This is an optimization exercise on Yosys and OpenROAD, whose aim is small area and a short achievable clock period, not a production implementation.
Only simulation tests tie the RTL to the original design; equivalence was not proved.

==> flow/design.v (outline; a module is shown in full before it is edited, if it fits) <==
// module fir: 2042 lines
// module fir_fa: 6 lines
// module fir_sreg: 5 lines
// module fir_ha: 6 lines
// module fir_bandstop: 21 lines
module fir_bandstop ( clk, in, out );
  // ...
==> flow/run.sh <==
#!/bin/bash
# synth_recipe.tcl (not shown) runs the flow's synth.tcl, then flattens the netlist and writes it again
# the make line also repeats each setting of config.mk as NAME=value (left out here)
make -C /OpenROAD-flow-scripts/flow DESIGN_CONFIG=/design/flow/config.mk WORK_HOME=/design/flow/orfs CLKGATE_MAP_FILE= SYNTH_SCRIPT=/design/flow/synth_recipe.tcl finish
==> flow/config.mk <==
export PLATFORM = sky130hd
export DESIGN_NAME = fir_bandstop
export DESIGN_NICKNAME = fir_bandstop
export VERILOG_FILES = /design/flow/design.v
export SDC_FILE = /design/flow/constraint.sdc
export NUM_CORES = 4
export LEC_CHECK = 0
export CAP_MARGIN = 20
export CORE_MARGIN = 2
export CORE_UTILIZATION = 50
export CTS_CLUSTER_DIAMETER = 60
export CTS_CLUSTER_SIZE = 30
export SLEW_MARGIN = 20
export SYNTH_HIERARCHICAL = 1
export SYNTH_MINIMUM_KEEP_SIZE = 0
==> flow/constraint.sdc <==
create_clock -name core_clock -period 12.0 [get_ports {clk}]
set_input_delay 2.4000 -clock core_clock [delete_from_list [all_inputs] [get_ports {clk}]]
set_output_delay 2.4000 -clock core_clock [all_outputs]
set_load 0.01 [all_outputs]
==> impl_metrics.env, run 1 <==
export IMPL_max_cap_viol_count=0
export IMPL_grt_overflow=0
export IMPL_mostFrequentLayoutCells="1437 x fa_1, 930 x dfxtp_1, 298 x inv_1"
export IMPL_largest_reg_flops=34
export IMPL_crit_chain="clkdlybuf4s50_1"
export IMPL_grt_total_usage_pct=33.52
export IMPL_syn_cell_area_mm2=0.05603
export IMPL_grt_use_met3_pct=11.68
export IMPL_hold_depth=0
export IMPL_gr_usage_met2_pct=50.55
export IMPL_first_pass_iters=5
export IMPL_regArea_mm2=0.01862
export IMPL_rsz0062_at_grt="no"
export IMPL_status="no timing/DRC/antenna violations"
export IMPL_grt_pass1_wl_mm=260.1
export IMPL_dieHeight_um=338.8
export IMPL_cp_max_fo=1
export IMPL_final_area_mm2=0.06216
export IMPL_cts_root_buf="clkbuf_16"
export IMPL_clk_latency_ns=0.71
export IMPL_syn2layout_area_growth_pct=10.93
export IMPL_cts_setup_buffers=0
export IMPL_n_sequential_cell=930
export IMPL_synth_xor_area_share_pct=2.345
export IMPL_cts_path_max_buffers=3
export IMPL_r2r_start="fir_bs_inst.r7[4]"
export IMPL_synth_cell_types=67
export IMPL_relSlewSlack_pct=24.93
export IMPL_grt_max_degree=27
export IMPL_die_w_um=338.8
==> run 2: changes to the inputs <==
==> flow/flow/run.sh (new file) <==
#!/bin/bash
set -euo pipefail
export BUFFER_PORTS_ARGS="-buffer_cell sky130_fd_sc_hd__buf_2"
export SETUP_SLACK_MARGIN=8.7
bash standard.sh > standard.log 2>&1
==> flow/standard.sh (new file) <==
#!/bin/bash
# synth_recipe.tcl (not shown) runs the flow's synth.tcl, then flattens the netlist and writes it again
# the make line also repeats each setting of config.mk as NAME=value (left out here)
make -C /OpenROAD-flow-scripts/flow DESIGN_CONFIG=/design/flow/config.mk WORK_HOME=/design/flow/orfs CLKGATE_MAP_FILE= SYNTH_SCRIPT=/design/flow/synth_recipe.tcl "${@:-finish}"
--- a/flow/config.mk
+++ b/flow/config.mk
@@ -7,7 +7,7 @@
 export LEC_CHECK = 0
 export CAP_MARGIN = 20
 export CORE_MARGIN = 2
-export CORE_UTILIZATION = 50
+export CORE_UTILIZATION = 60
 export CTS_CLUSTER_DIAMETER = 60
 export CTS_CLUSTER_SIZE = 30
 export SLEW_MARGIN = 20
removed: flow/run.sh
==> run 2 against run 1 <==
Non-clock buffer count is 58 higher. Area after synthesis stayed put. Register-to-register slack better by 0.49 ns. First-iteration DRC count is 33% higher. Worst hold slack worse by 0.0044 ns. Sequential cell count stayed put. Die area is 16% lower. Design area is 2.0% higher. Critical path depth stayed put. Largest cell class unchanged.
==> impl_metrics.env, run 2 <==
export IMPL_slowest_delay_ns=0.38
export IMPL_ant_nets=0
export IMPL_seq_area_frac_synth_pct=33.23
export IMPL_ys_flop_type="dfxtp_1"
export IMPL_reg_top3="fir_bs_inst.y: 34 flops, sign.r.q: 24 flops"
export IMPL_final_common_cell="fa_1"
export IMPL_hp_start="fir_bs_inst.r15[3]"
export IMPL_relSlewSlack_pct=36.13
export IMPL_grt_max_degree=31
export IMPL_grt_pass1_vias=37300
export IMPL_syn_cell_area_mm2=0.05603
export IMPL_vias=32680
export IMPL_hpwl_mm=160.4
export IMPL_mostFrequentLayoutCells="1327 x fa_1, 654 x dfxtp_1, 294 x inv_1"
export IMPL_r2r_start="fir_bs_inst.q2_1776"
export IMPL_synthTopCellsByArea="fa_1 51%, dfxtp_1 33%, ha_1 4.0%, inv_1 2.0%, xnor2_1 1.7%"
export IMPL_grt_total_usage_pct=44.62
export IMPL_status="no timing/DRC/antenna violations"
export IMPL_cts_path_max_buffers=3
export IMPL_drive_gt1_share_pct=18.24
export IMPL_first_pass_iters=6
export IMPL_synth_area_per_cell_um2=15.27
export IMPL_htreeDepth=3
export IMPL_crit_arrival_ns=1.21
export IMPL_fin_crit_sh_pct=30.05
export IMPL_worst_pin_slew_ns=0.9513
export IMPL_synthesis_instances=3670
export IMPL_grt_pass1_wl_mm=282.7
export IMPL_io_pins=75
export IMPL_skew_ns=0.05591
export IMPL_drv_slew=0
export IMPL_drt_iter0_markers=3590
export IMPL_start_kind="flop"
export IMPL_die_area_mm2=0.09585
export IMPL_r2r_cells=7
export IMPL_r2r_end="fir_bs_inst.q1_2976"
export IMPL_core_area_mm2=0.09291
export IMPL_final_util_pct=68.25
export IMPL_remaining_drc_errors=0
export IMPL_antenna_found_initial=21
export IMPL_rrSetupSlack_ns=8.59
export IMPL_final_nets=5555
export IMPL_rsz0062_at_grt="yes"
export IMPL_final_area_mm2=0.06341
export IMPL_wirelength_mm=206.7
export IMPL_rows=112
export IMPL_clk_latency_ns=0.72
export IMPL_max_cap_viol_count=0
export IMPL_ys_ff_latch=930
export IMPL_synth_common_cells="1437 x fa_1, 930 x dfxtp_1, 298 x inv_1"
export IMPL_top_register="fir_bs_inst.y"
export IMPL_cts_tree="yes"
export IMPL_crit_chain="buf_6"
export IMPL_hold_depth=0
export IMPL_totalNegativeSetupSlack_ns=0
export IMPL_synth_top_area_share_pct=51.34
export IMPL_critPathCaptureType="primary output"
export IMPL_min_period_ns=3.607
export IMPL_final_hold_violation_count=0
export IMPL_clock_fmax_ghz=0.2773
export IMPL_synth_cell_types=67
export IMPL_whs_endpoint="fir_bs_inst.r16[3]"
export IMPL_hold_class="reg2reg"
export IMPL_synth_edf_count=0
export IMPL_synth_most_common_cell="fa_1"
export IMPL_placed_area_mm2=0.05827
export IMPL_critPathBufInv=1
export IMPL_cts_sink_count=930
export IMPL_cts_root_buf="clkbuf_16"
export IMPL_largest_reg_flops=34
export IMPL_yosysWarnings=8
export IMPL_syn2layout_area_growth_pct=13.17
export IMPL_start_util_pct=60.31
export IMPL_slowest_stage="dfxtp_2"
export IMPL_async_flop_share_pct=0
export IMPL_cts_buffers=75
export IMPL_setup_violations=0
export IMPL_cp_required_ns=9.60
export IMPL_dp_cells=5038
export IMPL_cp_max_fo=1
export IMPL_stdcell_count=5241
export IMPL_holdWs_ns=0.3235
export IMPL_die_w_um=309.6
export IMPL_grt_overflow=0
export IMPL_yosysTopAreaCell="fa_1"
export IMPL_wl_per_cell_um=39.44
export IMPL_path_clk_slew_ns=0.11
export IMPL_crit_family="flip-flops"
export IMPL_critical_path_class="reg2out"
export IMPL_io_buffer_count=74
export IMPL_dieHeight_um=309.6
export IMPL_via_per_inst=6.235
export IMPL_routabilityCongestion=1.090
==> run 2: kinds of logic (layout without fill, tap and decap cells) <==
family          after synthesis  count (layout)  synth area share (%)
simple gates                272             272                 2.382
mux                           4               4               0.07146
other cells                   2              21               0.01340
buf+inv                     309             606                 2.070
xor+xnor                    150             150                 2.345
flops                       930             930                 33.23
compound gates              388             389                 4.580
fa+ha+maj                  1615            1615                 55.31
==> run 2: metal layers <==
metal / GRT usage [%] / share of wire, %
met2: 68.02 / 45
met5: 0 / 0.048
met1: 55.50 / 35
met3: 18.01 / 13
met4: 22.52 / 6.6
==> run 2: per-module statistics from Yosys, one instance, submodules excluded, excerpt <==
module    area, µm²  copies in the design  flops+latches  cells inside
fir           26990                     1            906          2219
fir_fa        20.02                  1427              0             1
fir_sreg      20.02                    24              1             1
==> run 2: cell type report <==
class / count / area, µm²
inverter: 298 / 1122
sequential: 930 / 19400
multi-input combinational: 2449 / 36740
timing repair buffer: 169 / 1539
clock inverter: 60 / 1111
fill: 5903 / 29500
clock buffer: 79 / 1923
antenna: 2 / 5.005
tap: 1254 / 1569
==> run 2: timing repair <==
item	4_1_cts	5_1_grt
pin swaps	18	35
hold endpoints to repair	0	0
resized for setup	469	177
setup buffers	39	22
endpoints found under the setup margin	290	145
gates cloned	1	0
hold buffers	0	0
==> run 2: how the worst max path moves through the flow <==
stage | start | slack (ns) | endpoint | cells past startpoint
after detailed placement | fir_bs_inst.q0_3314 | 8.02 | fir_bs_inst.y[33] | 10
final | fir_bs_inst.y[17] | 8.39 | out[17] | 1
after global routing | sign[4].r.q | 8.37 | out[38] | 1
after floorplan | fir_bs_inst.q2_1746 | 8.72 | fir_bs_inst.q1_2962 | 7
after global placement | fir_bs_inst.ur8[3] | 8.08 | fir_bs_inst.q2_1729 | 6
after CTS | sign[22].r.q | 8.40 | out[56] | 1
==> run 2: stage by stage <==
stage          setup WS, ns
6_report              8.394
5_1_grt               8.372
4_1_cts               8.404
3_5_place_dp          8.023
3_3_place_gp          8.082
2_1_floorplan         8.718
==> run 3: changes to the inputs <==
==> flow/flow/run.sh (replaced) <==
#!/bin/bash
# The standard layout (the standard.sh: ORFS synthesis to final layout), with one change:
# the buffers that ORFS puts on every input and output port are sky130_fd_sc_hd__buf_2
# instead of the delay cell that buffer_ports picks by default.
set -euo pipefail
export BUFFER_PORTS_ARGS="-buffer_cell sky130_fd_sc_hd__buf_2"
bash standard.sh > standard.log 2>&1
--- a/flow/config.mk
+++ b/flow/config.mk
@@ -7,7 +7,7 @@
 export LEC_CHECK = 0
 export CAP_MARGIN = 20
 export CORE_MARGIN = 2
-export CORE_UTILIZATION = 60
+export CORE_UTILIZATION = 50
 export CTS_CLUSTER_DIAMETER = 60
 export CTS_CLUSTER_SIZE = 30
 export SLEW_MARGIN = 20
==> run 3 against run 2 <==
Critical endpoint is now fir_bs_inst.q1_2962. Synthesized cell count did not move. First-iteration DRC count fell by 21%. Critical path type is now reg2reg. Critical path depth rose by 5. Routed wire length fell by 12%. Via count fell by 7.7%. Fmax fell by 7.6%. Global-route usage fell by 12 points. Clock-buffer cell count rose by 14.
==> impl_metrics.env, run 3 <==
export IMPL_crit_chain="fa_1 -> fa_1 -> fa_1 -> fa_1 -> fa_1 -> fa_1"
export IMPL_ys_ff_latch=930
export IMPL_grt_max_degree=26
export IMPL_io_pins=75
export IMPL_rows=122
export IMPL_reg_top3="fir_bs_inst.y: 34 flops, sign.r.q: 24 flops"
export IMPL_hold_class="reg2reg"
export IMPL_crit_family="adder cells"
export IMPL_slowest_stage="dfxtp_1"
export IMPL_cts_tree="yes"
export IMPL_cts_hold_fix_buffers=0
export IMPL_start_util_pct=50.49
export IMPL_cts_sink_count=930
export IMPL_antenna_found_initial=6
export IMPL_grt_overflow=0
export IMPL_worst_pin_slew_ns=1.195
export IMPL_critical_path_class="reg2reg"
export IMPL_die_area_mm2=0.1148
export IMPL_cts_path_max_buffers=3
export IMPL_syn_cell_area_mm2=0.05603
export IMPL_fin_crit_sh_pct=32.51
export IMPL_setup_violations=0
export IMPL_clk_latency_ns=0.71
export IMPL_critPathBufInv=0
export IMPL_status="no timing/DRC/antenna violations"
export IMPL_synth_edf_count=0
export IMPL_seq_area_frac_synth_pct=33.23
export IMPL_final_nets=5506
export IMPL_cts_buffers=87
export IMPL_cp_common_cell="fa_1"
export IMPL_io_buffer_count=74
export IMPL_cts_resized=0
export IMPL_wirelength_mm=182.2
export IMPL_slowest_delay_ns=0.91
export IMPL_routabilityCongestion=1.072
export IMPL_totalNegativeSetupSlack_ns=0
export IMPL_num_fill_cells=8985
export IMPL_min_period_ns=3.901
export IMPL_synth_cell_types=67
export IMPL_critPathCaptureType="flop"
export IMPL_async_flop_share_pct=0
export IMPL_top_register="fir_bs_inst.y"
export IMPL_final_hold_violation_count=0
export IMPL_hpwl_mm=152.1
export IMPL_wl_per_cell_um=33.48
export IMPL_synth_area_per_cell_um2=15.27
export IMPL_cts_root_buf="clkbuf_16"
export IMPL_start_kind="flop"
export IMPL_cp_max_fo=7
export IMPL_die_w_um=338.8
export IMPL_yosysTopAreaCell="fa_1"
export IMPL_multi_input_area_mm2=0.03634
export IMPL_mostFrequentLayoutCells="1437 x fa_1, 929 x dfxtp_1, 298 x inv_1"
export IMPL_drt_iter0_markers=2822
export IMPL_ant_nets=0
export IMPL_cts_setup_buffers=0
export IMPL_cp_required_ns=12.56
export IMPL_via_per_inst=5.547
export IMPL_ys_flop_type="dfxtp_1"
export IMPL_core_area_mm2=0.1110
export IMPL_synth_top_area_share_pct=51.34
export IMPL_yosysWarnings=8
export IMPL_max_cap_viol_count=0
export IMPL_crit_arrival_ns=4.46
export IMPL_synthTopCellsByArea="fa_1 51%, dfxtp_1 33%, ha_1 4.0%, inv_1 2.0%, xnor2_1 1.7%"
export IMPL_clock_fmax_ghz=0.2563
export IMPL_regArea_mm2=0.01862
export IMPL_grt_pass1_wl_mm=257.8
export IMPL_syn2layout_area_growth_pct=10.44
export IMPL_drive_gt1_share_pct=7.242
export IMPL_rsz0062_at_grt="no"
export IMPL_drv_slew=0
export IMPL_synthesis_instances=3670
export IMPL_first_pass_iters=5
export IMPL_path_clk_slew_ns=0.09
export IMPL_grt_total_usage_pct=32.95
export IMPL_dieHeight_um=338.8
export IMPL_skew_ns=0.03528
export IMPL_synth_common_cells="1437 x fa_1, 930 x dfxtp_1, 298 x inv_1"
export IMPL_vias=30180
export IMPL_largest_reg_flops=34
export IMPL_final_common_cell="fa_1"
export IMPL_htreeDepth=3
export IMPL_grt_pass1_vias=34310
export IMPL_remaining_drc_errors=0
export IMPL_holdWs_ns=0.3166
export IMPL_synth_most_common_cell="fa_1"
export IMPL_relSlewSlack_pct=19.48
## run 3: cell types whose count changed in the layout (fill, tap and decap cells not counted), moves of 30 or more
cell     before   now
dfxtp_1     654   929
dfxtp_4     176     0
fa_1       1327  1437
fa_2        110     0
dfxtp_2     100     1
buf_6        52     0
buf_2        37    74
buf_4        65    35
## run 3: cell families after synthesis
family | after synthesis | share of synthesized area [%]
compound gates | 388 | 4.580
fa+ha+maj | 1615 | 55.31
other cells | 2 | 0.01340
mux | 4 | 0.07146
buf+inv | 309 | 2.070
flops | 930 | 33.23
simple gates | 272 | 2.382
xor+xnor | 150 | 2.345
## run 3: modules after synthesis (local to each module, per instance), excerpt
module,cells inside,area [µm²]
fir_sreg,1,20.02
fir,2219,26990
fir_fa,1,20.02
## run 3: final timing paths
check / slack (ns) / startpoint / depth (start not counted) / to
worst max-delay path: 8.10 / fir_bs_inst.r17[4] / 6 / fir_bs_inst.q1_2962
worst max register to register: 8.10 / fir_bs_inst.r17[4] / 6 / fir_bs_inst.q1_2962
worst min-delay path: 0.32 / fir_bs_inst.r9[9] / 0 / fir_bs_inst.r10[9]
worst min register to register: 0.32 / fir_bs_inst.r9[9] / 0 / fir_bs_inst.r10[9]
## run 3: cell type report
cell class	count	area share, %
antenna	4	0.01617
clock buffer	93	3.587
clock inverter	71	1.755
inverter	298	1.807
multi-input combinational	2448	58.72
sequential	930	30.09
tap	1488	3.008
timing repair buffer	109	1.023
## run 3: per-layer routing
metal,track usage [%],up-vias,share of wire [%]
met5,0,-,0.0071
met4,15.99,2,5.8
met3,11.78,480,11
met2,49.31,1503,44
met1,42.88,16080,40
li1,-,12110,-
## run 3: through the flow
stage	std cells	utilization (%)	setup WS, ns	instance area, µm²
floorplan	3687	-	8.348	56100
global placement	5273	52.77	8.034	58560
detailed placement	5273	52.77	7.916	58560
CTS	5437	55.75	7.886	61860
global route	5437	55.76	7.945	61880
finish	5441	55.77	8.099	61890
==> run 4: changes to the inputs <==
--- a/flow/flow/run.sh
+++ b/flow/flow/run.sh
@@ -4,4 +4,5 @@
 # instead of the delay cell that buffer_ports picks by default.
 set -euo pipefail
 export BUFFER_PORTS_ARGS="-buffer_cell sky130_fd_sc_hd__buf_2"
+export SETUP_SLACK_MARGIN=8.3
 bash standard.sh > standard.log 2>&1
==> run 4 against run 3 <==
Still clean on timing, DRC and antenna. Clock skew is 0.0018 ns lower. Sequential cell count unchanged. Setup slack gained 0.20 ns. Critical path depth is 1 lower. Synthesized cell count unchanged. Sequential share of layout area rose by 0.076 points. Global-route usage grew 0.081 points. Final cell count hardly changed. Highest routed layer unchanged.
==> impl_metrics.env, run 4 <==
export IMPL_cp_required_ns=12.58
export IMPL_cp_max_fo=6
export IMPL_grt_max_degree=26
export IMPL_final_hold_violation_count=0
export IMPL_num_fill_cells=8962
export IMPL_multi_input_area_mm2=0.03637
export IMPL_die_area_mm2=0.1148
export IMPL_slowest_delay_ns=0.93
export IMPL_rsz0062_at_grt="no"
export IMPL_hpwl_mm=152.1
export IMPL_cts_buffers=87
export IMPL_cts_tree="yes"
export IMPL_synth_common_cells="1437 x fa_1, 930 x dfxtp_1, 298 x inv_1"
export IMPL_cp_common_cell="fa_1"
export IMPL_critical_path_class="reg2reg"
export IMPL_die_w_um=338.8
export IMPL_cts_root_buf="clkbuf_16"
export IMPL_async_flop_share_pct=0
export IMPL_synth_most_common_cell="fa_1"
export IMPL_routabilityCongestion=1.072
export IMPL_final_nets=5508
export IMPL_yosysTopAreaCell="fa_1"
export IMPL_crit_arrival_ns=4.28
export IMPL_top_register="fir_bs_inst.y"
export IMPL_io_pins=75
export IMPL_rows=122
export IMPL_htreeDepth=3
export IMPL_ant_nets=0
export IMPL_max_cap_viol_count=0
export IMPL_relSlewSlack_pct=21.79
export IMPL_drv_slew=0
export IMPL_ys_flop_type="dfxtp_1"
export IMPL_skew_ns=0.03348
export IMPL_drt_iter0_markers=2724
export IMPL_via_per_inst=5.551
export IMPL_rrSetupSlack_ns=8.30
export IMPL_cts_hold_fix_buffers=0
export IMPL_clk_latency_ns=0.71
export IMPL_synth_cell_types=67
export IMPL_synthesis_instances=3670
export IMPL_cts_path_max_buffers=3
export IMPL_status="no timing/DRC/antenna violations"
export IMPL_clock_fmax_ghz=0.2702
export IMPL_mostFrequentLayoutCells="1437 x fa_1, 859 x dfxtp_1, 298 x inv_1"
export IMPL_syn_cell_area_mm2=0.05603
export IMPL_vias=30220
export IMPL_grt_pass1_vias=34330
export IMPL_start_kind="flop"
export IMPL_start_util_pct=50.49
export IMPL_dieHeight_um=338.8
export IMPL_final_common_cell="fa_1"
export IMPL_path_clk_slew_ns=0.09
export IMPL_wl_per_cell_um=33.53
export IMPL_critPathCaptureType="flop"
export IMPL_antenna_found_initial=6
export IMPL_first_pass_iters=5
export IMPL_grt_pass1_wl_mm=258.4
export IMPL_core_area_mm2=0.1110
export IMPL_yosysWarnings=8
export IMPL_fin_crit_sh_pct=30.84
export IMPL_synthTopCellsByArea="fa_1 51%, dfxtp_1 33%, ha_1 4.0%, inv_1 2.0%, xnor2_1 1.7%"
export IMPL_ys_ff_latch=930
export IMPL_cts_sink_count=930
export IMPL_seq_area_frac_synth_pct=33.23
export IMPL_dp_cells=5273
export IMPL_holdWs_ns=0.3192
export IMPL_synth_top_area_share_pct=51.34
export IMPL_largest_reg_flops=34
export IMPL_synth_edf_count=0
export IMPL_stdcell_count=5444
export IMPL_crit_chain="fa_1 -> fa_1 -> fa_1 -> fa_1 -> fa_1"
export IMPL_grt_overflow=0
export IMPL_hold_class="reg2reg"
export IMPL_min_period_ns=3.701
export IMPL_remaining_drc_errors=0
export IMPL_grt_total_usage_pct=33.03
export IMPL_regArea_mm2=0.01871
export IMPL_totalNegativeSetupSlack_ns=0
export IMPL_drive_gt1_share_pct=9.086
export IMPL_worst_pin_slew_ns=1.161
export IMPL_setup_violations=0
export IMPL_io_buffer_count=74
export IMPL_wirelength_mm=182.6
export IMPL_reg_top3="fir_bs_inst.y: 34 flops, sign.r.q: 24 flops"
export IMPL_slowest_stage="dfxtp_1"
export IMPL_syn2layout_area_growth_pct=10.70
export IMPL_synth_area_per_cell_um2=15.27
run 4: final cells by class:
cell class,count,share of cell area [%]
multi-input combinational,2449,58.63
sequential,930,30.16
clock inverter,71,1.751
tap,1488,3.001
timing repair buffer,110,1.053
clock buffer,93,3.578
antenna,5,0.02017
inverter,298,1.803
run 4: logic make-up (layout without fill, tap and decap cells):
kind of cell | Yosys count | after routing | share of synthesized area, %
buffers and inverters | 309 | 572 | 2.070
AND/OR/NAND/NOR | 272 | 272 | 2.382
XOR/XNOR | 150 | 150 | 2.345
AO/OA/AOI/OAI | 388 | 389 | 4.580
flip-flops | 930 | 930 | 33.23
other | 2 | 24 | 0.01340
multiplexers | 4 | 4 | 0.07146
adder cells (fa/ha/maj) | 1615 | 1615 | 55.31
run 4: routing by layer:
layer	up-vias	part of all wire (%)	global-route usage, %
li1	12120	-	-
met1	16140	40	43.10
met2	1482	43	49.35
met3	476	11	11.78
met4	2	5.8	15.99
met5	-	0.0071	0
run 4: worst max-delay path, delay by kind of cell (launching register included):
kind       cells  cell delay [ns]
fa+ha+maj      5             2.65
flops          1             0.93
run 4: per-stage QoR:
stage	cell area (µm²)	utilization (%)	worst slack, ns
global route	62020	55.89	8.308
finish	62030	55.90	8.299
global placement	58560	52.77	8.034
detailed placement	58560	52.77	7.916
CTS	61960	55.84	8.301
floorplan	56100	-	8.348
run 4: what timing repair did:
| action | in CTS | in global routing |
|---|---|---|
| pin swaps | 1 | 1 |
| setup buffers | 0 | 1 |
| hold endpoints to repair | 0 | 0 |
| gates cloned | 1 | 0 |
| endpoints found under the setup margin | 49 | 38 |
| resized for setup | 48 | 27 |
run 4: final timing paths:
path,depth (start not counted),start,end
min,0,fir_bs_inst.r9[9],fir_bs_inst.r10[9]
max reg2reg,5,fir_bs_inst.ur8[5],fir_bs_inst.q2_1773
min reg2reg,0,fir_bs_inst.r9[9],fir_bs_inst.r10[9]
max,5,fir_bs_inst.ur8[5],fir_bs_inst.q2_1773
run 4: modules after synthesis (local to each module, per instance), excerpt:
module	flops+latches	cells inside	times used	cell area, µm²
fir	906	2219	1	26990
fir_fa	0	1	1427	20.02
fir_sreg	1	1	24	20.02
==> run 5: changes to the inputs <==
==> flow/flow/run.sh (replaced) <==
#!/bin/bash
set -euo pipefail
export BUFFER_PORTS_ARGS="-buffer_cell sky130_fd_sc_hd__buf_2"
export SETUP_SLACK_MARGIN=8.45
bash standard.sh > standard.log 2>&1
--- a/flow/config.mk
+++ b/flow/config.mk
@@ -8,8 +8,8 @@
 export CAP_MARGIN = 20
 export CORE_MARGIN = 2
 export CORE_UTILIZATION = 50
-export CTS_CLUSTER_DIAMETER = 60
-export CTS_CLUSTER_SIZE = 30
+export CTS_CLUSTER_DIAMETER = 45
+export CTS_CLUSTER_SIZE = 40
 export SLEW_MARGIN = 20
 export SYNTH_HIERARCHICAL = 1
 export SYNTH_MINIMUM_KEEP_SIZE = 0
==> run 5 against run 4 <==
Sequential cell count is the same. First-iteration DRC count shrank 4.6%. Register-to-register slack gained 0.15 ns. Highest routed layer unchanged.
==> impl_metrics.env, run 5 <==
export IMPL_remaining_drc_errors=0
export IMPL_cp_max_fo=1
export IMPL_mostFrequentLayoutCells="1433 x fa_1, 744 x dfxtp_1, 298 x inv_1"
export IMPL_clk_latency_ns=0.72
export IMPL_max_cap_viol_count=0
export IMPL_grt_pass1_vias=34400
export IMPL_critPathBufInv=1
export IMPL_final_hold_violation_count=0
export IMPL_grt_pass1_wl_mm=261.0
export IMPL_yosysTopAreaCell="fa_1"
export IMPL_crit_family="flip-flops"
export IMPL_top_register="fir_bs_inst.y"
export IMPL_dp_cells=5280
export IMPL_reg_top3="fir_bs_inst.y: 34 flops, sign.r.q: 24 flops"
export IMPL_critPathCaptureType="primary output"
export IMPL_htreeDepth=3
export IMPL_synthTopCellsByArea="fa_1 51%, dfxtp_1 33%, ha_1 4.0%, inv_1 2.0%, xnor2_1 1.7%"
export IMPL_rows=122
export IMPL_synth_area_per_cell_um2=15.27
export IMPL_wirelength_mm=185.7
export IMPL_ys_ff_latch=930
export IMPL_slowest_stage="dfxtp_1"
export IMPL_grt_overflow=0
export IMPL_stdcell_count=5500
export IMPL_antenna_found_initial=11
export IMPL_synth_top_area_share_pct=51.34
export IMPL_crit_chain="buf_2"
export IMPL_core_area_mm2=0.1110
export IMPL_critical_path_class="reg2out"
export IMPL_cts_buffers=112
export IMPL_die_w_um=338.8
export IMPL_async_flop_share_pct=0
export IMPL_cts_root_buf="clkbuf_16"
export IMPL_hpwl_mm=154.8
export IMPL_ant_nets=0
export IMPL_final_common_cell="fa_1"
export IMPL_fin_crit_sh_pct=29.68
export IMPL_slowest_delay_ns=0.31
export IMPL_yosysWarnings=8
export IMPL_path_clk_slew_ns=0.07
export IMPL_min_period_ns=3.561
export IMPL_routabilityCongestion=1.053
export IMPL_ys_flop_type="dfxtp_1"
export IMPL_die_area_mm2=0.1148
export IMPL_synth_cell_types=67
export IMPL_rsz0062_at_grt="yes"
export IMPL_cts_path_max_buffers=3
export IMPL_synth_most_common_cell="fa_1"
export IMPL_vias=30410
export IMPL_dieHeight_um=338.8
export IMPL_placed_area_mm2=0.05861
export IMPL_via_per_inst=5.529
export IMPL_start_util_pct=50.49
export IMPL_synthesis_instances=3670
export IMPL_rrSetupSlack_ns=8.45
export IMPL_status="no timing/DRC/antenna violations"
export IMPL_wl_per_cell_um=33.77
export IMPL_crit_arrival_ns=1.16
export IMPL_start_kind="flop"
export IMPL_totalNegativeSetupSlack_ns=0
export IMPL_syn_cell_area_mm2=0.05603
export IMPL_first_pass_iters=5
export IMPL_drt_iter0_markers=2599
export IMPL_grt_max_degree=21
export IMPL_cts_hold_fix_buffers=0
export IMPL_synth_common_cells="1437 x fa_1, 930 x dfxtp_1, 298 x inv_1"
export IMPL_drive_gt1_share_pct=13.43
export IMPL_relSlewSlack_pct=20.72
export IMPL_io_pins=75
export IMPL_syn2layout_area_growth_pct=12.55
export IMPL_cts_sink_count=930
export IMPL_setup_violations=0
export IMPL_synth_edf_count=0
export IMPL_worst_pin_slew_ns=1.177
export IMPL_io_buffer_count=74
export IMPL_hold_class="reg2reg"
export IMPL_holdWs_ns=0.3130
export IMPL_cts_tree="yes"
export IMPL_final_nets=5539
export IMPL_largest_reg_flops=34
export IMPL_final_area_mm2=0.06307
export IMPL_clock_fmax_ghz=0.2808
export IMPL_cp_required_ns=9.60
export IMPL_grt_total_usage_pct=33.54
export IMPL_seq_area_frac_synth_pct=33.23
export IMPL_drv_slew=0
export IMPL_skew_ns=0.03737
[run 5: cell counts after synthesis]
Identical to the previous run, type by type.
[run 5: cell type report]
cell class                 count  area (µm²)
multi-input combinational   2448       36370
tap                         1488        1862
inverter                     298        1119
sequential                   930       18880
fill                        8851       47910
clock buffer                 120        2915
timing repair buffer         117       797.0
clock inverter                92        1106
antenna                        7       17.52
[run 5: per-layer routing]
metal	vias to the layer above	share of wire [%]	global-route usage (%)
met2	1485	44	50.96
met1	16260	40	43.81
met5	-	0.0038	0
met3	439	11	11.31
met4	2	5.2	15.44
li1	12220	-	-
[run 5: what timing repair did]
| item | 4_1_cts | 5_1_grt |
|---|---|---|
| gates resized for setup | 158 | 70 |
| pin swaps | 0 | 1 |
| endpoints found under the setup margin | 160 | 98 |
| buffers inserted | 0 | 1 |
[run 5: kinds of logic (layout without fill, tap and decap cells)]
family	after synthesis	count (layout)	share of synthesized area [%]
adders and majority gates	1615	1615	55.31
DFF	930	930	33.23
AOI/OAI and AO/OA	388	388	4.580
buffers and inverters	309	627	2.070
and+or+nand+nor	272	272	2.382
xor gates and xnor gates	150	150	2.345
muxes	4	4	0.07146
other	2	26	0.01340
[run 5: through the flow]
stage / worst slack, ns / utilization, %
6_report: 8.439 / 56.83
5_1_grt: 8.370 / 56.81
4_1_cts: 8.363 / 56.68
2_1_floorplan: 8.593 / -
3_5_place_dp: 8.145 / 52.82
3_3_place_gp: 8.017 / 52.81
[run 5: Yosys stat by module, one instance, submodules excluded, a selection]
module	flops+latches	cells inside	copies in the design	cell area, µm²
fir_sreg	1	1	24	20.02
fir	906	2219	1	26990
fir_fa	0	1	1427	20.02
[run 5: worst paths after layout]
path	startpoint	end	cells after the start
max	sign[20].r.q	out[54]	1
min	fir_bs_inst.r21[4]	fir_bs_inst.r22[4]	0
max reg2reg	fir_bs_inst.r11[12]	fir_bs_inst.q2_1773	5
min reg2reg	fir_bs_inst.r21[4]	fir_bs_inst.r22[4]	0
==> run 6: changes to the inputs <==
--- a/flow/config.mk
+++ b/flow/config.mk
@@ -8,8 +8,8 @@
 export CAP_MARGIN = 20
 export CORE_MARGIN = 2
 export CORE_UTILIZATION = 50
-export CTS_CLUSTER_DIAMETER = 45
-export CTS_CLUSTER_SIZE = 40
+export CTS_CLUSTER_DIAMETER = 60
+export CTS_CLUSTER_SIZE = 30
 export SLEW_MARGIN = 20
 export SYNTH_HIERARCHICAL = 1
 export SYNTH_MINIMUM_KEEP_SIZE = 0
==> run 6 against run 5 <==
Global-route usage shrank 0.11 points. Worst hold slack improved by 0.0016 ns. Routed wire length is 0.28% lower. Sequential cell count is the same. Setup slack improved by 0.021 ns. Non-clock buffer count unchanged. Register-to-register slack improved by 0.02 ns. Synthesized cell count unchanged. Design area is 1.2% lower. Via count down 0.85%. Fmax rose by 0.58%. Clock skew barely moved.
==> impl_metrics.env, run 6 <==
export IMPL_wirelength_mm=185.2
export IMPL_cts_root_buf="clkbuf_16"
export IMPL_synth_top_family_by_area="adder cells"
export IMPL_syn2layout_area_growth_pct=11.19
export IMPL_min_period_ns=3.541
export IMPL_setup_violations=0
export IMPL_drv_slew=0
export IMPL_synthesis_instances=3670
export IMPL_path_clk_slew_ns=0.09
export IMPL_slowest_delay_ns=0.32
export IMPL_synth_cell_types=67
export IMPL_final_common_cell="fa_1"
export IMPL_cts_sink_count=930
export IMPL_grt_overflow=0
export IMPL_max_cap_viol_count=0
export IMPL_placed_area_mm2=0.05861
export IMPL_crit_family="flip-flops"
export IMPL_start_kind="flop"
export IMPL_clk_latency_ns=0.70
export IMPL_crit_arrival_ns=1.14
export IMPL_core_area_mm2=0.1110
export IMPL_drive_gt1_share_pct=12.28
export IMPL_hold_class="reg2reg"
export IMPL_cts_path_max_buffers=3
export IMPL_die_w_um=338.8
export IMPL_synthMuxAreaShare_pct=0.07145
export IMPL_grt_max_degree=26
export IMPL_final_area_mm2=0.06230
export IMPL_grt_total_usage_pct=33.43
export IMPL_status="no timing/DRC/antenna violations"
export IMPL_reg_top3="fir_bs_inst.y: 34 flops, sign.r.q: 24 flops"
export IMPL_synth_edf_count=0
export IMPL_largest_reg_flops=34
export IMPL_grt_pass1_wl_mm=259.7
export IMPL_mostFrequentLayoutCells="1432 x fa_1, 745 x dfxtp_1, 298 x inv_1"
export IMPL_syn_cell_area_mm2=0.05603
export IMPL_synth_compound_area_share_pct=4.580
export IMPL_multi_input_area_mm2=0.03637
export IMPL_cts_buffers=85
export IMPL_holdWs_ns=0.3145
export IMPL_relSlewSlack_pct=21.36
export IMPL_final_util_pct=56.14
export IMPL_totalNegativeSetupSlack_ns=0
export IMPL_rsz0062_at_grt="yes"
export IMPL_skew_ns=0.03747
export IMPL_yosysWarnings=8
export IMPL_grt_pass1_vias=33910
export IMPL_die_area_mm2=0.1148
export IMPL_slowest_stage="dfxtp_1"
export IMPL_remaining_drc_errors=0
export IMPL_io_pins=75
export IMPL_cp_max_fo=1
export IMPL_dieHeight_um=338.8
export IMPL_wl_per_cell_um=34.03
export IMPL_first_pass_iters=7
export IMPL_routabilityCongestion=1.053
export IMPL_hpwl_mm=154.8
export IMPL_critical_path_class="reg2out"
export IMPL_synth_most_common_cell="fa_1"
export IMPL_synth_area_per_cell_um2=15.27
export IMPL_start_util_pct=50.49
export IMPL_vias=30150
export IMPL_crit_chain="buf_2"
export IMPL_synth_common_cells="1437 x fa_1, 930 x dfxtp_1, 298 x inv_1"
export IMPL_dpl_worst_slack_ns=8.145
export IMPL_clock_fmax_ghz=0.2824
export IMPL_final_nets=5512
export IMPL_rows=122
export IMPL_fin_crit_sh_pct=29.51
export IMPL_cts_hold_fix_buffers=0
export IMPL_critPathCaptureType="primary output"
export IMPL_antenna_found_initial=11
export IMPL_ant_nets=0
export IMPL_num_fill_cells=8901
export IMPL_io_buffer_count=74
export IMPL_synth_simple_area_share_pct=2.382
export IMPL_regArea_mm2=0.01888
export IMPL_htreeDepth=3
export IMPL_ys_flop_type="dfxtp_1"
export IMPL_final_hold_violation_count=0
export IMPL_cts_tree="yes"
export IMPL_ys_ff_latch=930
export IMPL_yosysTopAreaCell="fa_1"
export IMPL_top_register="fir_bs_inst.y"
export IMPL_synth_xor_area_share_pct=2.345
export IMPL_seq_area_frac_synth_pct=33.23
export IMPL_synthTopCellsByArea="fa_1 51%, dfxtp_1 33%, ha_1 4.0%, inv_1 2.0%, xnor2_1 1.7%"
export IMPL_synth_top_area_share_pct=51.34
export IMPL_fin_ws_ns=8.459
export IMPL_drt_iter0_markers=2694
export IMPL_cp_required_ns=9.60
export IMPL_via_per_inst=5.539
export IMPL_critPathBufInv=1
export IMPL_async_flop_share_pct=0
export IMPL_worst_pin_slew_ns=1.167
export IMPL_synth_adder_area_share_pct=55.31
[run 6: worst paths after layout]
check                           from                   to  slack (ns)  cells past startpoint
hold reg to reg   fir_bs_inst.r21[4]   fir_bs_inst.r22[4]        0.31                      0
hold / removal    fir_bs_inst.r21[4]   fir_bs_inst.r22[4]        0.31                      0
setup / recovery        sign[22].r.q              out[56]        8.46                      1
setup reg to reg  fir_bs_inst.ur7[9]  fir_bs_inst.q2_1773        8.47                      6
[run 6: cells by family (layout without fill, tap and decap cells)]
logic type / Yosys count / in the layout
XOR/XNOR: 150 / 150
AND/OR/NAND/NOR: 272 / 272
other: 2 / 23
flip-flops: 930 / 930
AO/OA/AOI/OAI: 388 / 388
adder cells (fa/ha/maj): 1615 / 1615
multiplexers: 4 / 4
buffers and inverters: 309 / 573
[run 6: stage by stage]
step | instances
detailed placement | 5280
global placement | 5279
floorplan | 3687
global route | 5439
CTS | 5438
finish | 5443
[run 6: timing repair]
item	in CTS	in global routing
cloned	0	0
pin swaps	0	1
endpoints found under the hold margin	0	0
endpoints found under the setup margin	155	82
resized for setup	155	76
setup buffers	0	1
[run 6: Yosys stat by module, one instance, submodules excluded, a selection]
module / flops+latches / times used
fir_sreg: 1 / 24
fir_fa: 0 / 1427
fir: 906 / 1
[run 6: final cells by class]
class | instances | share of cell area (%)
multi-input combinational | 2448 | 58.38
inverter | 298 | 1.795
antenna | 4 | 0.01607
timing repair buffer | 117 | 1.289
clock buffer | 87 | 3.458
tap | 1488 | 2.988
sequential | 930 | 30.31
clock inverter | 71 | 1.761
[run 6: routing by layer]
layer,vias to the layer above,GRT usage [%],wire length (µm)
li1,12140,-,-
met1,16150,43.64,73780
met2,1448,50.54,81930
met3,413,11.71,19790
met4,4,15.24,9672
met5,-,0,25
[run 6: worst reg2reg max path, delay by kind of cell, from the launching register on]
kind / cells / cell delay [ns]
fa+ha+maj: 6 / 2.72
flops: 1 / 0.68
==> run 7: changes to the inputs <==
==> flow/flow/run.sh (replaced) <==
#!/bin/bash
set -euo pipefail
export BUFFER_PORTS_ARGS="-buffer_cell sky130_fd_sc_hd__buf_2"
export SETUP_SLACK_MARGIN=8.45
export CTS_ARGS="-sink_clustering_enable -repair_clock_nets -sink_clustering_size 30 -sink_clustering_max_diameter 60 -dont_use_dummy_load"
bash standard.sh > standard.log 2>&1
==> run 7 against run 6 <==
Critical endpoint is now fir_bs_inst.q2_1773. Synthesized cell count stayed put. Final cell count is 1.3% lower. Highest routed layer unchanged. Die area stayed put. Clock-buffer cell count is 2 lower. Design area is 1.9% lower.
==> impl_metrics.env, run 7 <==
export IMPL_synthesis_instances=3670
export IMPL_grt_pass1_wl_mm=258.9
export IMPL_antenna_found_initial=11
export IMPL_synth_common_cells="1437 x fa_1, 930 x dfxtp_1, 298 x inv_1"
export IMPL_die_w_um=338.8
export IMPL_htreeDepth=3
export IMPL_clk_latency_ns=0.70
export IMPL_rows=122
export IMPL_cts_tree="yes"
export IMPL_start_util_pct=50.49
export IMPL_vias=29980
export IMPL_r2r_start="fir_bs_inst.ur7[9]"
export IMPL_wl_per_cell_um=34.38
export IMPL_skew_ns=0.09959
export IMPL_io_pins=75
export IMPL_die_area_mm2=0.1148
export IMPL_io_buffer_count=74
export IMPL_stdcell_count=5373
export IMPL_routabilityCongestion=1.053
export IMPL_hold_class="reg2reg"
export IMPL_synth_edf_count=0
export IMPL_cp_max_fo=6
export IMPL_first_pass_iters=8
export IMPL_worst_pin_slew_ns=1.049
export IMPL_cts_root_buf="clkbuf_16"
export IMPL_synth_cell_types=67
export IMPL_fin_ws_ns=8.454
export IMPL_via_per_inst=5.580
export IMPL_cts_sink_count=930
export IMPL_dp_cells=5280
export IMPL_drive_gt1_share_pct=10.55
export IMPL_synth_area_per_cell_um2=15.27
export IMPL_yosysWarnings=8
export IMPL_remaining_drc_errors=0
export IMPL_setup_violations=0
export IMPL_seq_area_frac_synth_pct=33.23
export IMPL_path_clk_slew_ns=0.09
export IMPL_fin_crit_sh_pct=29.55
export IMPL_clock_fmax_ghz=0.2820
export IMPL_gr_max_usage_layer="met2"
export IMPL_totalNegativeSetupSlack_ns=0
export IMPL_min_period_ns=3.546
export IMPL_holdWs_ns=0.3043
export IMPL_relSlewSlack_pct=29.36
export IMPL_synthTopCellsByArea="fa_1 51%, dfxtp_1 33%, ha_1 4.0%, inv_1 2.0%, xnor2_1 1.7%"
export IMPL_mostFrequentLayoutCells="1429 x fa_1, 752 x dfxtp_1, 298 x inv_1"
export IMPL_hp_start="fir_bs_inst.r9[13]"
export IMPL_final_area_mm2=0.06115
export IMPL_ant_nets=0
export IMPL_wirelength_mm=184.7
export IMPL_final_nets=5512
export IMPL_final_hold_violation_count=0
export IMPL_async_flop_share_pct=0
export IMPL_grt_util_met1_pct=43.61
export IMPL_placed_area_mm2=0.05861
export IMPL_cts_buffers=85
export IMPL_largest_reg_flops=34
export IMPL_crit_arrival_ns=4.06
export IMPL_max_cap_viol_count=0
export IMPL_top_register="fir_bs_inst.y"
export IMPL_final_common_cell="fa_1"
export IMPL_hpwl_mm=154.8
export IMPL_ys_flop_type="dfxtp_1"
export IMPL_core_area_mm2=0.1110
export IMPL_grt_pass1_vias=33810
export IMPL_grt_overflow=0
export IMPL_drv_slew=0
export IMPL_cts_path_max_buffers=3
export IMPL_status="no timing/DRC/antenna violations"
export IMPL_gr_usage_met2_pct=50.71
export IMPL_startpoint="fir_bs_inst.ur7[9]"
export IMPL_dieHeight_um=338.8
export IMPL_synth_most_common_cell="fa_1"
export IMPL_synth_top_area_share_pct=51.34
export IMPL_start_kind="flop"
export IMPL_reg_top3="fir_bs_inst.y: 34 flops, sign.r.q: 24 flops"
export IMPL_yosysTopAreaCell="fa_1"
export IMPL_grt_use_met3_pct=11.39
export IMPL_rsz0062_at_grt="yes"
export IMPL_syn2layout_area_growth_pct=9.126
export IMPL_syn_cell_area_mm2=0.05603
export IMPL_critPathCaptureType="flop"
export IMPL_critical_path_class="reg2reg"
export IMPL_grt_total_usage_pct=33.37
export IMPL_cp_required_ns=12.52
export IMPL_grt_max_degree=26
export IMPL_dpl_worst_slack_ns=8.145
export IMPL_drt_iter0_markers=2720
export IMPL_ys_ff_latch=930
-- run 7: metrics by stage --
step,utilization (%)
CTS,54.95
global placement,52.81
detailed placement,52.82
finish,55.10
global route,55.09
floorplan,-
-- run 7: cell type report --
type                       instances  area [µm²]
multi-input combinational       2448       36390
clock buffer                      85        2127
sequential                       930       18880
tap                             1488        1862
fill                            9021       49830
antenna                            7       17.52
inverter                         298        1119
timing repair buffer             117       759.5
-- run 7: final timing paths --
path / slack [ns] / cells after the start / to
max: 8.45 / 6 / fir_bs_inst.q2_1773
min: 0.30 / 0 / fir_bs_inst.r10[13]
max reg2reg: 8.45 / 6 / fir_bs_inst.q2_1773
min reg2reg: 0.30 / 0 / fir_bs_inst.r10[13]
-- run 7: cells by family (layout without fill, tap and decap cells) --
family	count (synthesis)	after routing	synth area share, %
mux	4	4	0.07146
simple gates	272	272	2.382
other cells	2	26	0.01340
flops	930	930	33.23
compound gates	388	388	4.580
fa+ha+maj	1615	1615	55.31
buf+inv	309	500	2.070
xor+xnor	150	150	2.345
-- run 7: what timing repair did --
action	in CTS	in global routing
hold buffers	0	0
resized for setup	153	68
pin swaps	0	1
setup buffers	0	1
cloned	0	0
setup endpoints to repair	133	69
-- run 7: modules after synthesis (local to each module, per instance), excerpt --
module,cells inside,flip-flops and latches
fir_fa,1,0
fir_sreg,1,1
fir,2219,906
-- run 7: layer usage --
layer / wire length [µm] / up-vias / part of all wire [%]
met1: 73390 / 16000 / 40
met3: 19950 / 441 / 11
met5: 13 / - / 0.0070
met2: 81570 / 1497 / 44
li1: - / 12040 / -
met4: 9805 / 2 / 5.3
-- run 7: worst max-delay path: stages (launching register included) --
cell and delay [ns]:
dfxtp_2 0.67, fa_1 0.55, fa_1 0.41, fa_1 0.43
fa_1 0.43, fa_1 0.44, fa_1 0.48
==> run 8: changes to the inputs <==
==> flow/flow/run.sh (replaced) <==
#!/bin/bash
set -euo pipefail
export BUFFER_PORTS_ARGS="-buffer_cell sky130_fd_sc_hd__buf_2"
export SETUP_SLACK_MARGIN=8.45
export CTS_ARGS="-sink_clustering_enable -repair_clock_nets -sink_clustering_size 12 -sink_clustering_max_diameter 40 -root_buf sky130_fd_sc_hd__clkbuf_16 -sink_clustering_buffer sky130_fd_sc_hd__clkbuf_4 -dont_use_dummy_load"
bash standard.sh > standard.log 2>&1
==> run 8 against run 7 <==
Sequential cell count is the same. Still clean. Critical path type is now reg2out. Design area decreased by 1.3%. Register-to-register slack got worse by 0.04 ns. Largest cell class unchanged. Critical endpoint is now out[50].
==> impl_metrics.env, run 8 <==
export IMPL_worst_pin_slew_ns=1.065
export IMPL_crit_arrival_ns=1.19
export IMPL_fin_crit_sh_pct=29.88
export IMPL_largest_reg_flops=34
export IMPL_routabilityCongestion=1.053
export IMPL_slowest_stage="dfxtp_1"
export IMPL_r2r_cells=6
export IMPL_final_hold_violation_count=0
export IMPL_synth_top_area_share_pct=51.34
export IMPL_antenna_found_initial=8
export IMPL_fin_ws_ns=8.415
export IMPL_synth_cell_types=67
export IMPL_syn_cell_area_mm2=0.05603
export IMPL_remaining_drc_errors=0
export IMPL_synthTopCellsByArea="fa_1 51%, dfxtp_1 33%, ha_1 4.0%, inv_1 2.0%, xnor2_1 1.7%"
export IMPL_cts_buffers=134
export IMPL_synth_edf_count=0
export IMPL_yosysTopAreaCell="fa_1"
export IMPL_grt_pass1_vias=34190
export IMPL_ant_nets=0
export IMPL_hp_start="fir_bs_inst.r15[4]"
export IMPL_io_pins=75
export IMPL_cts_root_buf="clkbuf_16"
export IMPL_core_area_mm2=0.1110
export IMPL_grt_total_usage_pct=33.48
export IMPL_final_area_mm2=0.06037
export IMPL_critical_path_class="reg2out"
export IMPL_via_per_inst=5.582
export IMPL_cts_tree="yes"
export IMPL_stdcell_count=5419
export IMPL_critPathCaptureType="primary output"
export IMPL_path_depth=1
export IMPL_path_clk_slew_ns=0.12
export IMPL_clock_fmax_ghz=0.2789
export IMPL_dieHeight_um=338.8
export IMPL_hold_depth=0
export IMPL_final_util_pct=54.40
export IMPL_crit_family="flip-flops"
export IMPL_top_register="fir_bs_inst.y"
export IMPL_start_util_pct=50.49
export IMPL_crit_chain="buf_2"
export IMPL_wl_per_cell_um=34.12
export IMPL_clk_latency_ns=0.74
export IMPL_drt_iter0_markers=2518
export IMPL_first_pass_iters=5
export IMPL_cp_max_fo=1
export IMPL_ys_flop_type="dfxtp_1"
export IMPL_ys_ff_latch=930
export IMPL_io_buffer_count=74
export IMPL_async_flop_share_pct=0
export IMPL_synth_area_per_cell_um2=15.27
export IMPL_final_nets=5561
export IMPL_setup_violations=0
export IMPL_mostFrequentLayoutCells="1434 x fa_1, 743 x dfxtp_1, 298 x inv_1"
export IMPL_status="no timing/DRC/antenna violations"
export IMPL_drv_slew=0
export IMPL_cts_sink_count=930
export IMPL_synth_most_common_cell="fa_1"
export IMPL_hpwl_mm=154.8
export IMPL_die_w_um=338.8
export IMPL_cts_path_max_buffers=3
export IMPL_drive_gt1_share_pct=11.79
export IMPL_r2r_end="fir_bs_inst.q2_1773"
export IMPL_synth_common_cells="1437 x fa_1, 930 x dfxtp_1, 298 x inv_1"
export IMPL_die_area_mm2=0.1148
export IMPL_whs_endpoint="fir_bs_inst.r16[4]"
export IMPL_htreeDepth=4
export IMPL_seq_area_frac_synth_pct=33.23
export IMPL_reg_top3="fir_bs_inst.y: 34 flops, sign.r.q: 24 flops"
export IMPL_cp_required_ns=9.60
export IMPL_grt_max_degree=19
export IMPL_hold_class="reg2reg"
export IMPL_max_cap_viol_count=0
export IMPL_rrSetupSlack_ns=8.41
export IMPL_totalNegativeSetupSlack_ns=0
export IMPL_rows=122
export IMPL_placed_area_mm2=0.05861
export IMPL_yosysWarnings=8
export IMPL_dpl_worst_slack_ns=8.145
export IMPL_skew_ns=0.08692
export IMPL_min_period_ns=3.585
export IMPL_relSlewSlack_pct=28.26
export IMPL_grt_overflow=0
export IMPL_wirelength_mm=184.9
export IMPL_grt_pass1_wl_mm=259.3
export IMPL_dp_cells=5280
export IMPL_final_common_cell="fa_1"
export IMPL_synthesis_instances=3670
export IMPL_r2r_start="fir_bs_inst.ur4[3]"
export IMPL_start_kind="flop"
export IMPL_syn2layout_area_growth_pct=7.744
export IMPL_rsz0062_at_grt="yes"
export IMPL_vias=30250
export IMPL_critPathBufInv=1
export IMPL_slowest_delay_ns=0.33
run 8: how the worst max path moves through the flow:
stage                         from                   to  slack (ns)
2_1_floorplan    fir_bs_inst.r0[6]  fir_bs_inst.q0_3327        8.59
3_3_place_gp   fir_bs_inst.q0_3314          sign[2].r.q        8.02
3_5_place_dp    fir_bs_inst.ur5[2]  fir_bs_inst.q2_1773        8.15
4_1_cts         fir_bs_inst.ur3[1]  fir_bs_inst.q2_1773        8.33
5_1_grt         fir_bs_inst.ur3[4]  fir_bs_inst.q2_1773        8.34
6_report              sign[16].r.q              out[50]        8.41
run 8: final cells by class:
class | instances | area [µm²]
Multi-Input combinational cell | 2448 | 36380
Timing Repair Buffer | 117 | 808.3
Fill cell | 9135 | 50600
Sequential cell | 930 | 18890
Inverter | 298 | 1119
Clock buffer | 134 | 1304
Antenna cell | 4 | 10.01
Tap cell | 1488 | 1862
run 8: cell families (layout without fill, tap and decap cells):
logic type	after synthesis	in the layout	share of synthesized area, %
muxes	4	4	0.07146
and+or+nand+nor	272	272	2.382
AOI/OAI and AO/OA	388	388	4.580
other	2	23	0.01340
DFF	930	930	33.23
xor gates and xnor gates	150	150	2.345
adders and majority gates	1615	1615	55.31
buffers and inverters	309	549	2.070
run 8: modules after synthesis (local to each module, per instance), excerpt:
module	cell area (µm²)	copies in the design	flops+latches	cells
fir	26990	1	906	2219
fir_fa	20.02	1427	0	1
fir_sreg	20.02	24	1	1
run 8: per-layer routing:
layer | part of all wire, % | vias up | GRT usage [%]
met4 | 5.3 | 4 | 15.50
met5 | 0.011 | - | 0
met1 | 39 | 16140 | 43.15
met2 | 44 | 1470 | 50.54
li1 | - | 12180 | -
met3 | 11 | 457 | 12.47
run 8: worst reg2reg max path: cells and delay by family (launching register included):
| family | cells | cell delay, ns |
|---|---|---|
| DFF | 1 | 0.56 |
| adders and majority gates | 6 | 2.84 |
run 8: metrics by stage:
step / hold slack [ns]
2_1_floorplan: 0.3096
3_3_place_gp: 0.3099
3_5_place_dp: 0.3121
4_1_cts: 0.2948
5_1_grt: 0.3010
6_report: 0.2918
run 8: repair_timing:
action	4_1_cts	5_1_grt
setup endpoints to repair	175	105
resized for setup	153	84
setup buffers	0	1
hold buffers	0	0
pin swaps	0	1
==> run 9: changes to the inputs <==
==> flow/flow/run.sh (replaced) <==
#!/bin/bash
set -euo pipefail
export BUFFER_PORTS_ARGS="-buffer_cell sky130_fd_sc_hd__buf_2"
export SETUP_SLACK_MARGIN=8.45
export CTS_ARGS="-sink_clustering_enable -repair_clock_nets -sink_clustering_size 20 -sink_clustering_max_diameter 50 -root_buf sky130_fd_sc_hd__clkbuf_16 -sink_clustering_buffer sky130_fd_sc_hd__clkbuf_8 -dont_use_dummy_load"
bash standard.sh > standard.log 2>&1
==> run 9 against run 8 <==
Sequential share of layout area hardly changed. Global-route usage is 0.11 points lower. Utilization is 0.14 points higher. Sequential cell count stayed put. Via count is 0.91% lower. Clock-buffer cell count is 34 lower. Design area is 0.25% higher. Die area stayed put. Worst hold slack worse by 0.035 ns. Setup slack better by 0.056 ns. Non-clock buffer count stayed put. Critical path type is now reg2reg. Critical endpoint is now fir_bs_inst.q2_1758. Largest cell class unchanged. Highest routed layer unchanged.
==> impl_metrics.env, run 9 <==
export IMPL_final_common_cell="fa_1"
export IMPL_cp_required_ns=12.50
export IMPL_via_per_inst=5.560
export IMPL_start_kind="flop"
export IMPL_clock_fmax_ghz=0.2834
export IMPL_cts_path_max_buffers=3
export IMPL_min_period_ns=3.529
export IMPL_final_nets=5527
export IMPL_grt_pass1_wl_mm=258.9
export IMPL_async_flop_share_pct=0
export IMPL_die_area_mm2=0.1148
export IMPL_drt_iter0_markers=2458
export IMPL_grt_total_usage_pct=33.36
export IMPL_critPathCaptureType="flop"
export IMPL_fin_crit_sh_pct=29.41
export IMPL_synthTopCellsByArea="fa_1 51%, dfxtp_1 33%, ha_1 4.0%, inv_1 2.0%, xnor2_1 1.7%"
export IMPL_relSlewSlack_pct=19.24
export IMPL_first_pass_iters=5
export IMPL_hpwl_mm=154.8
export IMPL_synth_most_common_cell="fa_1"
export IMPL_rsz0062_at_grt="yes"
export IMPL_placed_area_mm2=0.05861
export IMPL_wirelength_mm=184.6
export IMPL_reg_top3="fir_bs_inst.y: 34 flops, sign.r.q: 24 flops"
export IMPL_totalNegativeSetupSlack_ns=0
export IMPL_cts_buffers=100
export IMPL_routabilityCongestion=1.053
export IMPL_cts_hold_fix_buffers=0
export IMPL_dp_cells=5280
export IMPL_start_util_pct=50.49
export IMPL_top_register="fir_bs_inst.y"
export IMPL_crit_path_end="fir_bs_inst.q2_1758"
export IMPL_synth_common_cells="1437 x fa_1, 930 x dfxtp_1, 298 x inv_1"
export IMPL_cts_tree="yes"
export IMPL_critical_path_class="reg2reg"
export IMPL_syn2layout_area_growth_pct=8.016
export IMPL_yosysTopAreaCell="fa_1"
export IMPL_synth_top_area_share_pct=51.34
export IMPL_die_w_um=338.8
export IMPL_mostFrequentLayoutCells="1428 x fa_1, 748 x dfxtp_1, 298 x inv_1"
export IMPL_antenna_found_initial=11
export IMPL_synthesis_instances=3670
export IMPL_io_pins=75
export IMPL_ant_nets=0
export IMPL_remaining_drc_errors=0
export IMPL_io_buffer_count=74
export IMPL_synth_area_per_cell_um2=15.27
export IMPL_cts_sink_count=930
export IMPL_final_area_mm2=0.06053
export IMPL_core_area_mm2=0.1110
export IMPL_path_clk_slew_ns=0.09
export IMPL_synth_cell_types=67
export IMPL_vias=29970
export IMPL_dieHeight_um=338.8
export IMPL_setup_violations=0
export IMPL_r2r_end="fir_bs_inst.q2_1758"
export IMPL_drive_gt1_share_pct=11.02
export IMPL_startpoint="fir_bs_inst.r24[12]"
export IMPL_yosysWarnings=8
export IMPL_cp_max_fo=4
export IMPL_r2r_cells=6
export IMPL_max_cap_viol_count=0
export IMPL_drv_slew=0
export IMPL_stdcell_count=5390
export IMPL_seq_area_frac_synth_pct=33.23
export IMPL_clk_latency_ns=0.68
export IMPL_crit_arrival_ns=4.03
export IMPL_r2r_start="fir_bs_inst.r24[12]"
export IMPL_ys_flop_type="dfxtp_1"
export IMPL_syn_cell_area_mm2=0.05603
export IMPL_largest_reg_flops=34
export IMPL_final_hold_violation_count=0
export IMPL_worst_pin_slew_ns=1.199
export IMPL_grt_max_degree=21
export IMPL_rows=122
export IMPL_rrSetupSlack_ns=8.47
export IMPL_skew_ns=0.07755
export IMPL_num_fill_cells=9100
export IMPL_ys_ff_latch=930
export IMPL_status="no timing/DRC/antenna violations"
export IMPL_grt_overflow=0
export IMPL_cts_root_buf="clkbuf_16"
export IMPL_htreeDepth=3
export IMPL_hold_class="reg2reg"
export IMPL_wl_per_cell_um=34.26
export IMPL_holdWs_ns=0.2571
export IMPL_synth_edf_count=0
export IMPL_grt_pass1_vias=33960
run 9: metal layers:
layer | vias to the layer above | global-route usage [%] | wire [µm]
met1 | 16000 | 43.21 | 73140
met5 | - | 0 | 13
met2 | 1481 | 50.58 | 81850
met3 | 422 | 12.24 | 20410
li1 | 12060 | - | -
met4 | 2 | 14.80 | 9226
run 9: cell type report:
| type | count | area (µm²) | share of cell area [%] |
|---|---|---|---|
| Multi-Input combinational cell | 2448 | 36390 | 60.12 |
| Tap cell | 1488 | 1862 | 3.076 |
| Antenna cell | 9 | 22.52 | 0.03721 |
| Clock buffer | 100 | 1478 | 2.441 |
| Inverter | 298 | 1119 | 1.848 |
| Timing Repair Buffer | 117 | 738.2 | 1.220 |
| Sequential cell | 930 | 18920 | 31.26 |
run 9: kinds of logic (layout without fill, tap and decap cells):
group	after synthesis	count (layout)	share of synthesized area (%)
xor+xnor	150	150	2.345
mux	4	4	0.07146
flops	930	930	33.23
fa+ha+maj	1615	1615	55.31
compound gates	388	388	4.580
other cells	2	28	0.01340
buf+inv	309	515	2.070
simple gates	272	272	2.382
run 9: what timing repair did:
| item | CTS | global route |
|---|---|---|
| endpoints found under the setup margin | 129 | 66 |
| setup buffers | 0 | 1 |
| resized for setup | 146 | 91 |
| pin swaps | 0 | 1 |
run 9: worst min-delay path by stage:
stage,from,to,slack (ns),cells after the start
detailed placement,fir_bs_inst.r15[2],fir_bs_inst.r16[2],0.31,0
floorplan,fir_bs_inst.q1_2914,fir_bs_inst.q0_3309,0.31,0
finish,fir_bs_inst.r15[4],fir_bs_inst.r16[4],0.26,0
CTS,fir_bs_inst.r15[4],fir_bs_inst.r16[4],0.26,0
global route,fir_bs_inst.r15[4],fir_bs_inst.r16[4],0.27,0
global placement,fir_bs_inst.r21[5],fir_bs_inst.r22[5],0.31,0
run 9: worst max-delay path, stage by stage, from the launching register on:
cell     delay (ns)
dfxtp_2        0.52
fa_1           0.53
fa_1           0.54
fa_1           0.41
fa_1           0.51
fa_1           0.43
fa_1           0.43
run 9: modules after synthesis, one instance, submodules excluded, a selection:
| module | cells inside | flops+latches | cell area, µm² | copies in the design |
|---|---|---|---|---|
| fir_sreg | 1 | 1 | 20.02 | 24 |
| fir | 2219 | 906 | 26990 | 1 |
| fir_fa | 1 | 0 | 20.02 | 1427 |
run 9: through the flow:
stage               setup WS (ns)  util (%)
finish                      8.471     54.54
global route                8.427     54.52
CTS                         8.381     54.34
detailed placement          8.145     52.82
global placement            8.017     52.81
floorplan                   8.593         -

-- what the ideal ports hide --
In the flow no input, the clock included, has a driving cell. The finished layouts below were timed again as built, in two steps. Step 1, drivers: a clkbuf_16 drives clk and a buf_2 each remaining input, both assumed. Step 2 times the ports against the registers' clock, not the clock port: input delays grow and output delays shrink by t, the midpoint of the rising clock arrivals with the driver on. Three values: ideal ports, drivers, drivers and shift; two values: the first two.
| run | shift t [ns] | slack for setup (ns) | clock arrival spread, ns | pins driven straight from the clock port |
|---|---|---|---|---|
| run 1 | 0.772 | 8.007 / 7.928 / 8.102 | 0.045 / 0.044 | 1 |
| run 2 | 0.768 | 8.394 / 8.320 / 8.587 | 0.057 / 0.057 | 1 |
| run 3 | 0.774 | 8.099 / 8.099 / 8.099 | 0.036 / 0.035 | 1 |
| run 4 | 0.774 | 8.299 / 8.299 / 8.299 | 0.034 / 0.034 | 1 |
| run 5 | 0.782 | 8.439 / 8.361 / 8.446 | 0.041 / 0.041 | 1 |
| run 6 | 0.764 | 8.459 / 8.381 / 8.465 | 0.039 / 0.040 | 1 |
| run 7 | 0.731 | 8.454 / 8.388 / 8.454 | 0.100 / 0.100 | 1 |
| run 8 | 0.769 | 8.415 / 8.337 / 8.415 | 0.094 / 0.094 | 1 |
| run 9 | 0.718 | 8.471 / 8.398 / 8.471 | 0.084 / 0.084 | 1 |
After both steps setup and hold are still met in every run listed.
